Context: an optimization exercise on an open-source flow, tuned for small area, a short achievable clock period and few clock cycles. The choices shown serve that exercise and are no tape-out recipe.
At most, simulation tests tie the RTL to the original design; equivalence was not proved.

Setup of the baseline:
Design LearningMachine, start of the top module:
module LearningMachine(input clk,rst, start, input [6:0] x1Data,x2Data, input [1:0] tData, output[1:0] signYin, output[13:0] w1,w2,b,Yin,output ReadEn, Ready);
Size in the first run: roughly 920 cells after synthesis, about 74 flip-flops.
clock: 12.0 ns
lec_check: 0
abc_clock_period_in_ps: 5000
cap_margin: 20
core_margin: 2
core_utilization: 40
setup_slack_margin: 5
slew_margin: 20
synth_hierarchical: 1
synth_minimum_keep_size: 0
standard.sh (not shown) runs the stock make flow with config.mk's settings and CLKGATE_MAP_FILE= SYNTH_SCRIPT=/design/flow/synth_recipe.tcl, a recipe that flattens the netlist after the stock synthesis.
==> flow/flow/run.sh <==
#!/bin/bash
set -euo pipefail
bash standard.sh SETUP_SLACK_MARGIN=8 'BUFFER_PORTS_ARGS=-buffer_cell sky130_fd_sc_hd__buf_1' finish > standard_make.log 2>&1
The baseline completed; timing, DRC and antenna clean
diff inputs: the baseline => the candidate
--- a/flow/design.v
+++ b/flow/design.v
@@ -302,23 +302,23 @@
   adder ADDER(AddOp1,AddOp2, AddOut);
   assign compare = (Yin == 14'b0) ? 1 : (Yin[13] ^ t[1]);
   assign signYin = Yin[13] ? 2'b11 : 2'b01;  
 endmodule
 `timescale 1ns/1ns
 module LearningMachine(input clk,rst, start, input [6:0] x1Data,x2Data, input [1:0] tData, output[1:0] signYin, output[13:0] w1,w2,b,Yin,output ReadEn, Ready);
   reg busy, rdEn, valid;
   reg xlast, flag;
   reg [7:0] cnt;      
   reg [6:0] x1, x2;
+  reg [3:0] o1, o2;      
+  reg [2:0] tw1, tw2;    
   reg t;
-  wire [3:0] o1, o2;      
-  wire [2:0] tw1, tw2;    
   reg [11:0] u1, u2;
   reg [7:0] v;
   reg [13:0] yReg;
   wire [13:0] ya, yb;
   wire [11:0] u1n, u2n;
   wire n1;
   wire n2;
   wire n3;
   wire n4;
   wire n5;
@@ -924,27 +924,37 @@
   assign u2n = u2 + {4'd0, ~xs2, xs2, xl2} + {4'd0, ~xs2, xl2, t} + {4'b1111, 6'd0, t, 1'b0};
   wire [13:0] yt;    
   wire [13:0] y = {yt[13] ^ t, yt[12:0]};
   wire [13:0] zx = ya ^ yb ^ {ya[12:0] | yb[12:0], 1'b0} ^ {t, 13'd0};
   wire yzero = ~|zx;
   wire mis = yzero | yt[13];
   wire upd = valid & mis;
   wire clr = ~busy & start;
   wire [7:0] vn = v + {{6{t}}, ~t, 1'b1};    
   wire last = (cnt == 8'd14);
-  wire [6:0] bd1, bd2;
-  LM_bdec dec1(x1, bd1);
-  LM_bdec dec2(x2, bd2);
-  assign o1 = bd1[3:0]; assign tw1 = bd1[6:4];
-  assign o2 = bd2[3:0]; assign tw2 = bd2[6:4];
+  function [6:0] booth(input [6:0] x);
+    reg [8:0] e;
+    integer i;
+    begin
+      e = {x[6], x, 1'b0};
+      for (i = 0; i < 4; i = i + 1)
+        booth[i] = e[2*i+1] ^ e[2*i];
+      for (i = 0; i < 3; i = i + 1)
+        booth[4+i] = (e[2*i+2] & ~e[2*i+1] & ~e[2*i]) | (~e[2*i+2] & e[2*i+1] & e[2*i]);
+    end
+  endfunction
+  wire [6:0] bd1 = booth(x1Data);
+  wire [6:0] bd2 = booth(x2Data);
   always @(posedge clk) begin
     x1 <= x1Data; x2 <= x2Data; t <= tData[1];
+    o1 <= bd1[3:0]; tw1 <= bd1[6:4];
+    o2 <= bd2[3:0]; tw2 <= bd2[6:4];
   end
   always @(posedge clk) begin
     if (!busy) begin
       xlast <= 1'b0; flag <= 1'b0; cnt <= 8'd1;
     end else begin
       if (rdEn) begin
         xlast <= last;
         cnt <= last ? 8'd1 : {cnt[6:0], cnt[7] ^ cnt[5] ^ cnt[4] ^ cnt[3]};
       end
       if (rdEn && last) flag <= 1'b0;
@@ -976,34 +986,20 @@
     end
   end
   assign w1 = {u1, 2'b00};
   assign w2 = {u2, 2'b00};
   assign b = {v, 6'b0};
   assign Yin = yReg;
   assign signYin = {yReg[13], 1'b1};
   assign ReadEn = rdEn;
   assign Ready = ~busy;
 endmodule
-module LM_bdec(input [6:0] x, output [6:0] d);
-  function [6:0] booth(input [6:0] x);
-    reg [8:0] e;
-    integer i;
-    begin
-      e = {x[6], x, 1'b0};
-      for (i = 0; i < 4; i = i + 1)
-        booth[i] = e[2*i+1] ^ e[2*i];
-      for (i = 0; i < 3; i = i + 1)
-        booth[4+i] = (e[2*i+2] & ~e[2*i+1] & ~e[2*i]) | (~e[2*i+2] & e[2*i+1] & e[2*i]);
-    end
-  endfunction
-  assign d = booth(x);
-endmodule
 module LM_fa(input a, b, c, output s, co);
   assign s = a ^ b ^ c;
   assign co = (a & b) | (a & c) | (b & c);
 endmodule
 module LM_ha(input a, b, output s, co);
   assign s = a ^ b;
   assign co = a & b;
 endmodule
 module LM_gp(input gh, ph, gl, pl, output g, p);
   assign g = gh | (ph & gl);
Findings:
Summary of the candidate over the baseline: total standard cell area after synthesis increased by 180 µm² relative to the old numbers, total wire length shows a reduction of about 9%, share of layout cells above drive strength 1 -7.0 points, count of state elements after synthesis has increased, number of standard-cell rows in the floorplan has increased.
Buffers inserted during post-CTS setup optimization (the candidate vs. the baseline) decreases by more than half
Testbench counts of the candidate, summed over its fixed seeds: cycles 145,544.
For the baseline, only the layout was checked, not whether the RTL still works.

static timing again, ports no longer ideal:
In the flow no input, the clock included, has a driving cell. The finished layouts below were timed again as built, in two steps.
Step 1: set_driving_cell puts a clkbuf_16 on clk and a buf_2 on each other input, an assumption about the parent block.
Step 2, shift: input delay + t, output delay - t, t = (earliest + latest rising clock arrival at the registers) / 2. This alone moves slack from input paths to output paths.
a / b / c = ideal / step 1 / step 2; a / b = the first two.
| run | t, ns | setup WS [ns] | worst setup path after step 2 | worst register clock-pin slew, ns |
|---|---|---|---|---|
| the baseline | 0.392 | 6.650 / 6.650 / 6.650 | register to register | 0.07 / 0.07 |
| the candidate | 0.395 | 7.019 / 7.019 / 7.019 | register to register | 0.06 / 0.06 |
After both steps setup and hold are still met in every run listed.
